From an optimization exercise on the open Yosys and OpenROAD flow, aimed at a short achievable clock period and few clock cycles; shortcuts taken in it are not production practice.
Only the layout flow was run in this run; the RTL was not checked for function there.
Power and IR drop assume default switching activity.

**flow/config.mk**
```make
export PLATFORM = sky130hd
export DESIGN_NAME = cpu
export DESIGN_NICKNAME = cpu
export VERILOG_FILES = /design/flow/design.v
export SDC_FILE = /design/flow/constraint.sdc
export NUM_CORES = 4
export LEC_CHECK = 0
export CAP_MARGIN = 20
export CORE_MARGIN = 2
export CORE_UTILIZATION = 40
export SETUP_SLACK_MARGIN = 0.5
export SLEW_MARGIN = 20
```
**flow/constraint.sdc**
```tcl
create_clock -name core_clock -period 12.5 [get_ports {clk}]
set_input_delay 2.5000 -clock core_clock [delete_from_list [all_inputs] [get_ports {clk}]]
set_output_delay 2.5000 -clock core_clock [all_outputs]
set_load 0.01 [all_outputs]
```
**flow/design.v**
```verilog
`timescale 1ns / 1ps
module cpu(
    input           clk,               
    input           resetn,            
    output          inst_sram_en,       
    output[31:0]    inst_sram_addr,     
    input[31:0]     inst_sram_rdata, 
    output          data_sram_en,      
    output[3:0]     data_sram_wen,    
    output[31:0]    data_sram_addr,   
    output[31:0]    data_sram_wdata,  
    input[31:0]     data_sram_rdata,  
    output[31:0]    debug_wb_pc,       
    (*mark_debug = "true"*)output          debug_wb_rf_wen,
    (*mark_debug = "true"*)output[4:0]     debug_wb_rf_wnum,
    (*mark_debug = "true"*)output[31:0]    debug_wb_rf_wdata
);
    reg[3:1] T;
    always @(posedge clk ) begin 
            if (!resetn) begin
                T <= 3'b100;
            end else begin
                T <= {T[2:1], T[3]};
            end
    end
    assign inst_sram_en = T[3];
    (*mark_debug = "true"*)wire[31:0] inst;
    assign inst = inst_sram_rdata;
    wire[25:0] jmp_part = inst[25:0];
    wire[15:0] bbt_part = inst[15:0];
    wire[1:0] sel;
    wire[31:0] pc;
    PC_select PC_select(
        .clk(clk),
        .T(T[1]),
        .resetn(resetn),
        .sel(sel),
        .jmp_part(jmp_part),
        .bbt_part(bbt_part),
        .pc_val(pc)
    );
    assign inst_sram_addr = pc;
    reg[31:0] pc_keep;
    always @(posedge clk) begin
        if (T[3])
            begin 
            pc_keep <= pc;
            end
        if (!resetn) pc_keep <= 0;
    end
    assign debug_wb_pc = pc_keep;
    wire wen;
    wire[4:0] waddr;
    wire[4:0] raddr1;
    wire[4:0] raddr2;
    wire[4:0] alu_card;
    wire mem_rd;
    wire mem_wr;
    wire jmp;
    wire mov;
    wire sll;
    wire cmp;
    wire bbt;
    (*mark_debug = "true"*)wire reg_wen;
    assign data_sram_wen = mem_wr;
    assign data_sram_en = mem_wr | mem_rd;
    wire[31:0] rs_data;
    wire[31:0] rt_data;   
    wire[31:0] wb_data;
    assign sel = (jmp)?2'b01:(bbt&rs_data[inst[20:16]])?2'b10:2'b00;
    assign reg_wen = (wen&mov)? (!rt_data):wen;
    cpu_decoder cpu_decoder(
        .inst(inst),
        .resetn(resetn),
        .wen(wen),
        .waddr(waddr),
        .raddr1(raddr1),
        .raddr2(raddr2),
        .alu_card(alu_card),
        .mem_rd(mem_rd),
        .mem_wr(mem_wr),
        .jmp(jmp),
        .mov(mov),
        .sll(sll),
        .cmp(cmp),
        .bbt(bbt)
    );
    Reg_ Reg_(
        .clk(clk),
        .resetn(resetn),
        .T3(T[3]),
        .raddr1(raddr1),
        .raddr2(raddr2),
        .we(reg_wen),
        .waddr(waddr),
        .wdata(wb_data),
        .rdata1(rs_data),
        .rdata2(rt_data)
    );
    wire[31:0] alu_res;
    wire zero;
    wire Cout;
    alu_ alu_(
        .A(rs_data),
        .B(rt_data),
        .Cin(1'b0),
        .Card(alu_card),
        .F(alu_res),
        .Cout(Cout),
        .Zero(zero)
    );
    wire[31:0] cmp_res;
    wire[31:0] sll_res;
    assign sll_res = rt_data<<inst[10:6];
    assign cmp_res[0] = (rs_data == rt_data)?1'b1:1'b0;
    assign cmp_res[1] = ($signed(rs_data)-$signed(rt_data) < 0)?1'b1:1'b0;
    assign cmp_res[3] = ($signed(rs_data)-$signed(rt_data) <= 0)?1'b1:1'b0;
    assign cmp_res[2] = (rs_data < rt_data)?1'b1:1'b0;
    assign cmp_res[4] = (rs_data <= rt_data)?1'b1:1'b0;
    assign cmp_res[9:5] = ~cmp_res[4:0];
    assign cmp_res[31:10] = 0;
    assign wb_data = cmp ? cmp_res:
    sll ? sll_res:
    (mov & zero) ? rs_data:
    mem_rd?data_sram_rdata:
    alu_res;
    assign data_sram_addr = rs_data+{{16{inst[15]}},inst[15:0]};
    assign data_sram_wdata = alu_res;
    assign debug_wb_rf_wdata = wb_data;
    assign debug_wb_rf_wen = ((waddr!=0)&reg_wen) & T[3];
    assign debug_wb_rf_wnum = waddr;
endmodule
module alu_ (
    input  [31:0]   A,
    input  [31:0]   B,
    input           Cin,
    input  [4:0]    Card,
    output [31:0]   F,
    output          Cout,
    output          Zero
);
    wire [31:0]    add1_result;
    wire [31:0]    add2_result;
    wire [31:0]    sub1_result;
    wire [31:0]    sub2_result;
    wire [31:0]    sub3_result;
    wire [31:0]    sub4_result;
    wire [31:0]    and_result;
    wire [31:0]    or_result;
    wire [31:0]    sor_result;
    wire [31:0]    nor_result;
    wire [31:0]    andnot_result;
    wire flag1, flag2;
    assign {flag1, add1_result}  = A + B;
    assign {flag2, add2_result}  = A + B + Cin;
    assign sub1_result  = A - B;
    assign sub2_result  = A - B - Cin;
    assign sub3_result  = B - A;
    assign sub4_result  = B - A - Cin;
    assign and_result  = A & B;
    assign or_result  = A | B;
    assign sor_result  = ~(A ^ B);
    assign nor_result  = A ^ B;
    assign andnot_result  = ~(A & B);
    assign F =   ({32{Card == 5'b00001}}  & add1_result )  |
                 ({32{Card == 5'b00010}}  & add2_result)  |
                 ({32{Card == 5'b00011}}  & sub1_result)  |
                 ({32{Card == 5'b00100}} & sub2_result) |
                 ({32{Card == 5'b00101}}  & sub3_result)  |
                 ({32{Card == 5'b00110}} & sub4_result) |
                 ({32{Card == 5'b00111}}  & A)  |
                 ({32{Card == 5'b01000}} & B) |
                 ({32{Card == 5'b01001}}  & ~A)  |
                 ({32{Card == 5'b01010}} & ~B) |
                 ({32{Card == 5'b01100}}  & and_result)  |
                 ({32{Card == 5'b01011}} & or_result) |
                 ({32{Card == 5'b01101}} & sor_result) |
                 ({32{Card == 5'b01110}} & nor_result) |  
                 ({32{Card == 5'b01111}} & andnot_result);         
    assign Cout = ({32{Card == 5'b00001}}  & flag1) |
                  ({32{Card == 5'b00010}}  & flag2);
    assign Zero = (F == 32'b0);
endmodule
module cpu_decoder (
    input[31:0]     inst,
    input           resetn,
    output          wen,
    output[4:0]     waddr,
    output[4:0]     raddr1,
    output[4:0]     raddr2,
    output[4:0]     alu_card,
    output          mem_rd,
    output          mem_wr,
    output          jmp,
    output          mov,
    output          sll,
    output          cmp,
    output          bbt
);
    reg flag;
    wire [4:0] rs, rt, rd;
    assign rs = inst[25:21];
    assign rt = inst[20:16];
    assign rd = inst[15:11];
    reg [12:1]inst_flag;
    wire [16:0] inst_part;
    assign inst_part = {inst[31:26],inst[10:0]};
    always @(*) begin
        if (!resetn) inst_flag = 0;
        flag = 0;
        casez(inst_part)
            17'b00000000000100000: inst_flag = 12'b000000000001;
            17'b00000000000100010: inst_flag = 12'b000000000010;
            17'b00000000000100100: inst_flag = 12'b000000000100;
            17'b00000000000100101: inst_flag = 12'b000000001000;
            17'b00000000000100110: inst_flag = 12'b000000010000;
            17'b101011???????????: inst_flag = 12'b000000100000;
            17'b100011???????????: inst_flag = 12'b000001000000;
            17'b000010???????????: inst_flag = 12'b000010000000;
            17'b00000000000001010: inst_flag = 12'b000100000000;
            17'b11111000000000000: inst_flag = 12'b010000000000;
            17'b111111???????????: inst_flag = 12'b100000000000;
            17'b000000?????000000: inst_flag = (inst[25:21]==5'b0)?(12'b001000000000):12'b0;
            default:  begin flag = 1; inst_flag = 12'b0; end
        endcase
        if (inst_flag == 12'b0) flag = 1;
    end
    assign wen = inst_flag[1] | inst_flag[2] | inst_flag[3] | inst_flag[4] | inst_flag[5] | inst_flag[7] | inst_flag[9] | inst_flag[10] | inst_flag[11];
    assign waddr = ({5{inst_flag[1] | inst_flag[2] | inst_flag[3] | inst_flag[4] | inst_flag[5] | inst_flag[9] | inst_flag[10] | inst_flag[11]}} & rd) |
                   ({5{inst_flag[7]}} & rt);
    assign raddr1 = rs;
    assign raddr2 = rt;
    assign alu_card = ({5{inst_flag[1]}} & 5'b00001) | ({5{inst_flag[2]}} & 5'b00011) | 
                      ({5{inst_flag[3]}} & 5'b01100) | ({5{inst_flag[4]}} & 5'b01011) | 
                      ({5{inst_flag[5]}} & 5'b01110) | ({5{inst_flag[9] | inst_flag[6]}} & 5'b01000) | 
                      ({5{inst_flag[11]}} & 5'b00111);
    assign mem_rd = inst_flag[7];  
    assign mem_wr = inst_flag[6];   
    assign jmp = inst_flag[8];       
    assign mov = inst_flag[9];          
    assign sll = inst_flag[10];         
    assign cmp = inst_flag[11];         
    assign bbt = inst_flag[12];         
endmodule
module PC_select (
    input clk,
    input T,
    input resetn,
    input [1:0] sel,
    input[25:0] jmp_part,
    input[15:0] bbt_part,
    output [31:0] pc_val
);
    (*mark_debug = "true"*)reg [31:0] pc;
    assign pc_val = pc;
    wire[31:0] npc = pc + 4;
    wire[31:0] jmp_pc = {npc[31:28], jmp_part[25:0], 2'b00};
    wire[31:0] bbt_pc = ({{16{bbt_part[15]}},bbt_part} << 2) + npc;
    wire[31:0] pc_res = (sel == 2'b10) ? bbt_pc : (sel == 2'b01) ? jmp_pc : npc;
    always @(posedge clk) begin             
        if (resetn == 0) 
            pc <= 32'b0;
        else if (T) 
            pc <= pc_res;
    end
endmodule
module Reg_(
    input clk,
    input T3,
    input resetn,
    input [4:0] raddr1,
    input [4:0] raddr2,
    input we,
    input [4:0] waddr,
    input [31:0] wdata,
    output [31:0] rdata1,
    output [31:0] rdata2
);
    integer i;
    reg [31:0] Reg[31:0]; 
    always @(posedge clk) begin
        if (!resetn)
            for (i = 0; i < 32; i = i + 1)
                Reg[i] <= 32'b0;
        else if (T3 & we)
            Reg[waddr] <= wdata;
    end 
    assign rdata1 = Reg[raddr1]; 
    assign rdata2 = Reg[raddr2];
endmodule 
```
**flow/run.sh**
```bash
#!/bin/bash
# synth_recipe.tcl (not shown) runs the flow's synth.tcl, then flattens the netlist and writes it again
# the make line also repeats each setting of config.mk as NAME=value (left out here)
make -C /OpenROAD-flow-scripts/flow DESIGN_CONFIG=/design/flow/config.mk WORK_HOME=/design/flow/orfs CLKGATE_MAP_FILE= SYNTH_SCRIPT=/design/flow/synth_recipe.tcl finish
```
==> run summary <==
report_power, final:
part           total [mW]  internal (mW)  switching, mW
Combinational        2.93           1.12           1.80
Clock                3.61           2.06           1.55
Sequential           4.17           4.10         0.0754
critical path, delay by kind of cell:
family | cells | cell delay, ps
buffers and inverters | 14 | 2680
AOI/OAI and AO/OA | 10 | 2090
muxes | 2 | 820
and+or+nand+nor | 3 | 680
xor gates and xnor gates | 1 | 320
adders and majority gates | 1 | 290
routing by layer:
layer  GRT usage, %  part of all wire (%)  vias up
met5              0                 0.037        -
met4          25.74                   8.5       22
met3          11.38                    13      997
met2          56.58                    43     4575
met1          47.83                    36    29900
li1               -                     -    24030
registers in the layout, indices dropped and copies added (netlist names):
| name | count |
|---|---|
| Reg_.Reg | 1024 |
| PC_select.pc | 30 |
| pc_keep | 30 |
| T | 3 |
worst min-delay path by stage:
stage / startpoint / cells after the start / to
6_report: T[2] / 1 / T[3]
5_1_grt: T[2] / 1 / T[3]
4_1_cts: T[2] / 1 / T[3]
3_5_place_dp: T[2] / 1 / T[3]
3_3_place_gp: T[2] / 1 / T[3]
2_1_floorplan: T[2] / 1 / T[3]
placed cells by master (no fill, tap or decap), types with 27 or more instances in the layout:
cell type,instances
a211oi_1,45
a21o_1,40
a21oi_1,179
a221oi_1,38
a22oi_1,104
a31oi_1,31
and3_1,31
buf_12,48
buf_4,667
clkbuf_16,127
clkdlybuf4s50_1,213
clkinv_1,38
dfxtp_1,61
edfxtp_1,1024
ha_1,155
inv_1,161
mux2_2,60
mux2i_1,421
mux4_2,393
nand2_1,196
nand2_2,35
nand2b_1,32
nand3_1,87
nand4_1,41
nor2_1,1069
nor2_4,32
nor2b_1,35
nor3_1,258
nor4_1,33
o211ai_1,45
o21ai_0,121
o221ai_1,37
o22ai_1,57
or3_1,27
xnor2_1,80
xor2_1,32
cell type report:
| type | instances | area [sq um] |
|---|---|---|
| clock buffers | 145 | 3118 |
| fillers | 15410 | 88310 |
| multi-input cells | 4205 | 34380 |
| repair buffers | 977 | 9054 |
| well taps | 2233 | 2794 |
| flip-flops and latches | 1087 | 32010 |
| inverters | 179 | 675.6 |
| diodes | 7 | 17.52 |
| clock inverters | 77 | 798.3 |
timing repair:
| item | in CTS | in global routing |
|---|---|---|
| resized for setup | 83 | 53 |
| endpoints found under the setup margin | 32 | 32 |
| pin swaps | 10 | 16 |
| buffers inserted | 12 | 27 |
| gates cloned | 5 | 5 |
kinds of logic (layout without fill, tap and decap cells):
kind of cell    count (synthesis)  in the layout  synth area share, %
mux                           880            880                20.09
other cells                     1             14             0.005453
compound gates                999            999                10.26
xor+xnor                      112            112                1.426
simple gates                 2044           2044                13.69
buf+inv                       740           1378                4.965
flops                        1087           1087                46.55
fa+ha+maj                     163            163                3.009
stage by stage:
step | setup TNS (ps) | hold WS (ps) | total power, mW | area [sq um] | std cells
2_1_floorplan | 0 | 386.3 | 5.603 | 68790 | 6032
3_3_place_gp | -435.1 | 392.6 | 6.986 | 77590 | 8628
3_5_place_dp | -393.2 | 399.8 | 6.986 | 77650 | 8630
4_1_cts | 0 | 419.1 | 10.57 | 82230 | 8869
5_1_grt | 0 | 421.9 | 10.92 | 82830 | 8903
6_report | 0 | 411.2 | 10.71 | 82850 | 8910
==> out/metrics.yaml <==
sta:
  finalHoldViolCount: 0
  tightest_slew_ps: 1237
  fin_worst_skew_ps: 74.15
  rsz0062_at_grt: "no"
  post-route-period-util_pct: 95.83
  relSlewSlack_pct: 17.28
  setup_viol: 0
  drv_slew: 0
  fin_ws_ps: 521.3
  min_period_ps: 11980
  max_freq_ghz: 0.08348
critical_path:
  worstSetupEndpointType: "primary output"
  critPathKind: "input port to primary output"
  slowest_stage: "mux4_2"
  crit_path_max_incr_delay_ps: 560
  crit_path_start: "inst_sram_rdata[16]"
  worstSetupEndpoint: "debug_wb_rf_wdata[3]"
  rrSetupSlack_ps: 4820
  crit_top_cell: "buf_4"
  r2r_start: "Reg_.Reg[11][0]"
  cp.required_ps: 10000
  worst-path-max-fanout: 15
  start_kind: "input port"
  arrival_ps: 9480
  r2r_cells: 27
  reg2reg_to: "Reg_.Reg[6][3]"
grt:
  grt_remaining_overflow: 0
  grt_max_degree: 73
  grt_pass1_wl_um: 463100
  grt_pass1_vias: 56230
  antenna_found_initial: 26
  grt_usage_pct: 38.08
floorplan:
  rows: 152
  initial_core_util_pct: 40.18
  core_sq_mm: 0.1712
  dieArea_sq_mm: 0.1752
  die_y_um: 418.6
  ios: 238
  die_x_um: 418.6
finish:
  finalCoreUtilization_pct: 48.40
  area_growth_pct: 20.48
  drive_gt1_share_pct: 24.56
  nets: 6798
power_and_ir_drop:
  power.leakage_nw: 30.49
  power_density_mw_per_mm2: 129.3
  ir_drop_uv: 176.5
cts:
  cts_max_level: 3
  clk-insertion-delay-late_ps: 790
  tritoncts: "yes"
  cts_hold_buffers: 0
  cts-buffers-inserted: 119
  cts.sinks: 1087
  clock_path_buffers: 3
  cts_root_buffer: "clkbuf_16"
  clk_pin_slew_ps: 60
route:
  wl_per_cell_um: 38.26
  postRouteAntennaNets: 0
  drc: 0
  dr.pass1.iters: 10
  wl_um: 340900
  drtIter0Drc: 9832
  num_vias: 59520
  via_per_inst: 6.680
logic_synthesis:
  syn_area_per_cell_sq_um: 11.41
  netlist_top_cells_count: "nor2_1, edfxtp_1, mux2i_1"
  synth_top_cell_by_area: "edfxtp_1"
  syn_inst: 6026
  synthDistinctLibCells: 104
  synth_top_cell_area_share_pct: 44.72
  ys.flop_type: "edfxtp_1"
  yosys_warnings: 4
  ys_seq_area_share_pct: 46.55
  yosysMostFrequentCell: "nor2_1"
  synth_seq_cells: 1087
  postSynth.asyncResetShare_pct: 0
  syn_area_sq_mm: 0.06877
  yosys-top-cells-area: "edfxtp_1, mux4_2, mux2i_1"
  synth_edf_count: 1024
placed_design:
  pre_cts_ws_ps: -232.0
  portBuffers: 230
  hpwl_um: 241400
  gp_congestion: 1.046
worst_hold_path:
  hold_class: "register to register"
run_status:
  status: "complete, no violations"
flow_run:
  cap_violations: 0

## static timing again, ports no longer ideal
The results above use ideal ports. As a check the final layout listed here was re-extracted and re-timed, cells and wires unchanged. Step 1 assumes that a clkbuf_16 drives the clock port and a buf_2 every other input. Step 2 moves the port delays by t, midway between the first and last clock arrival at a register: inputs arrive t later, outputs are due t later. That takes back most of the time a late clock gives input paths. Three values: no drivers, after step 1, after step 2; two values: the first two.
shift t [ns]: 0.831
setup slack, ns: 0.521 / 0.322 / 0.322
worst data-port slew with drivers (ns): 0.24
pins driven straight from the clock port: 1
After both steps setup and hold are still met in this run. For this run, drivers alone change the setup slack by -0.199 ns; drivers and shift together by -0.199 ns.
